Source: an optimization exercise on an open RTL-to-GDS flow (aim: a short achievable clock period and few clock cycles). Production flows keep margins and buffers that such runs may drop.
Only simulation tests tie the RTL to the original design; equivalence was not proved.
Power and IR drop assume default switching activity.

== red ==
// rv32i_mc
module rv32i_mc (
    input         clk,
    input         reset,        
    input  [31:0] mem_rdata,    
    output [31:0] mem_addr,     
    output [31:0] mem_wdata,    
    output        mem_we        
);
    localparam [6:0] OP_LUI = 7'b0110111, OP_AUIPC = 7'b0010111, OP_JAL = 7'b1101111,
                     OP_JALR = 7'b1100111, OP_BR = 7'b1100011, OP_LD = 7'b0000011,
                     OP_ST = 7'b0100011, OP_IMM = 7'b0010011, OP_OP = 7'b0110011;
    function [31:0] add32;
        input [31:0] a, b;
        input        cin;
        reg   [31:0] g, p, t;
        integer i, d;
        begin
            g = a & b;
            p = a ^ b;
            t = p;
            g[0] = g[0] | (p[0] & cin);
            for (d = 1; d < 32; d = d * 2)
                for (i = 31; i >= d; i = i - 1) begin
                    g[i] = g[i] | (p[i] & g[i-d]);
                    p[i] = p[i] & p[i-d];
                end
            add32 = t ^ {g[30:0], cin};
        end
    endfunction
    function [31:0] inc4;
        input [31:0] a;
        reg   [31:0] c;
        integer i, d;
        begin
            c = a;
            for (d = 1; d < 32; d = d * 2)
                for (i = 31; i >= d + 2; i = i - 1)
                    c[i] = c[i] & c[i-d];
            inc4 = {a[31:3] ^ c[30:2], ~a[2], a[1:0]};
        end
    endfunction
    function ltu32;
        input [31:0] a, b;
        reg   [31:0] l, e;
        integer i, d;
        begin
            l = ~a & b;
            e = ~(a ^ b);
            for (d = 1; d < 32; d = d * 2)
                for (i = 31; i >= d; i = i - 1) begin
                    l[i] = l[i] | (e[i] & l[i-d]);
                    e[i] = e[i] & e[i-d];
                end
            ltu32 = l[31];
        end
  ...
clock: 11.0 ns
lec_check: 0
abc_clock_period_in_ps: 2500
cap_margin: 20
core_margin: 2
core_utilization: 40
slew_margin: 20
setup_slack_margin: 7.5
standard.sh (not shown) runs the stock make flow with config.mk's settings and CLKGATE_MAP_FILE= SYNTH_SCRIPT=/design/flow/synth_recipe.tcl, a recipe that flattens the netlist after the stock synthesis.
==> flow/flow/run.sh <==
#!/bin/bash
# The standard layout (standard.sh: the standard synthesis and ORFS
# steps), with a larger setup repair margin so that repair_timing keeps
# shortening paths below the 11 ns period. The SDC is the standard flow's, unchanged.
set -euo pipefail
sed -i '/^export SETUP_SLACK_MARGIN/d' config.mk
echo "export SETUP_SLACK_MARGIN = 7.5" >> config.mk
bash standard.sh > standard.log 2>&1
Testbench counts of red, summed over its fixed seeds: cycles 41,246.
The following lists how blue was set up differently from red:
--- a/flow/design.v
+++ b/flow/design.v
@@ -303,33 +303,52 @@
                 ic_v[c_idx]   <= f_low;
                 ic_tag[c_idx] <= fpc[11:7];
                 ic_d[c_idx]   <= mem_rdata;
             end
         end
     end
+    reg        pd_v;
+    reg [31:0] pd_w;
+    reg [9:0]  pd_a;
+    wire        pd_jal = pd_w[6:0] == OP_JAL;
+    wire        pd_bb  = (pd_w[6:0] == OP_BR) & pd_w[31];
+    wire [31:0] pd_off = pd_jal ? {{12{pd_w[31]}}, pd_w[19:12], pd_w[20], pd_w[30:21], 1'b0}
+                                : {{20{pd_w[31]}}, pd_w[7], pd_w[30:25], pd_w[11:8], 1'b0};
+    wire [31:0] pd_tgt = add32({20'b0, pd_a, 2'b00}, pd_off, 1'b0);
+    wire [4:0]  pd_idx = pd_a[4:0];
+    wire        pd_ins = pd_v & (pd_jal | pd_bb) & (pd_tgt[31:12] == 20'b0)
+                       & (~bt_v[pd_idx] | (bt_tag[pd_idx] == pd_a[9:5]));
     reg        bu_set, bu_clr;
     reg [31:0] bu_pc, bu_ntgt;
     wire [4:0] bu_idx = bu_pc[6:2];
     wire       bu_ok  = (bu_pc[31:12] == 20'b0) & (bu_ntgt[31:12] == 20'b0) & (bu_ntgt[1:0] == 2'b00);
     integer bi;
     always @(posedge clk) begin
         bu_pc   <= x_pc;
         bu_ntgt <= x_ntgt;
+        pd_w    <= mem_rdata;
+        pd_a    <= pfa;
         if (rst) begin
+            pd_v   <= 1'b0;
             bu_set <= 1'b0;
             bu_clr <= 1'b0;
             for (bi = 0; bi < 32; bi = bi + 1) bt_v[bi] <= 1'b0;
         end else begin
+            pd_v   <= pf_q;
             bu_set <= bt_set;
             bu_clr <= bt_clr;
             if (bu_set & bu_ok) begin
                 bt_v[bu_idx]   <= 1'b1;
                 bt_tag[bu_idx] <= bu_pc[11:7];
                 bt_tgt[bu_idx] <= bu_ntgt[11:2];
             end else if (bu_clr) begin
                 bt_v[bu_idx]   <= 1'b0;
+            end else if (pd_ins) begin
+                bt_v[pd_idx]   <= 1'b1;
+                bt_tag[pd_idx] <= pd_a[9:5];
+                bt_tgt[pd_idx] <= pd_tgt[11:2];
             end
         end
     end
     always @(posedge clk) rst <= reset;
     always @(posedge clk) begin
         ma <= rst ? 32'b0 : (bus_own ? bus_own_a : fetch_next);
## What came out
The layout from blue, despite a flow that completed every stage, fails the layout checks, with the failing checks listed as max-capacitance violations, max-slew violations. [compare] base=red new=blue: detailed placement HPWL higher, fill cell total of the finished layout lower, sequential cell area share lower. From red to blue the numbers moved as follows: die boundary width now larger; clock-buffer cell count now smaller; number of cells in the design after placement now larger; row count now larger; power dissipated in the clock network comparable.
Testbench counts of blue, summed over its fixed seeds: cycles 41,125.

port drivers added, routing unchanged:
The flow's constraints put no driver on any port. The routed layouts listed below were extracted and timed again, unchanged, in two steps. Step 1 sets driving cells, clkbuf_16 on the clock port and buf_2 on the other inputs (assumed; they add their load-dependent delay and slew). Step 2, shift: input delay + t, output delay - t, t = (earliest + latest rising clock arrival at the registers) / 2. This alone moves slack from input paths to output paths. a / b / c = no drivers / after step 1 / after step 2; a / b = the first two.
run	shift t [ns]	setup WS [ns]	worst setup path after step 2	worst register clock-pin slew, ns	cell pins on the clock port's net
red	1.099	7.193 / 7.073 / 6.477	input to register	0.07 / 0.07	1
blue	1.109	6.213 / 6.213 / 6.182	input to register	0.07 / 0.07	1
For red, which loses most, drivers alone change the setup slack by -0.120 ns; drivers and shift together by -0.716 ns.
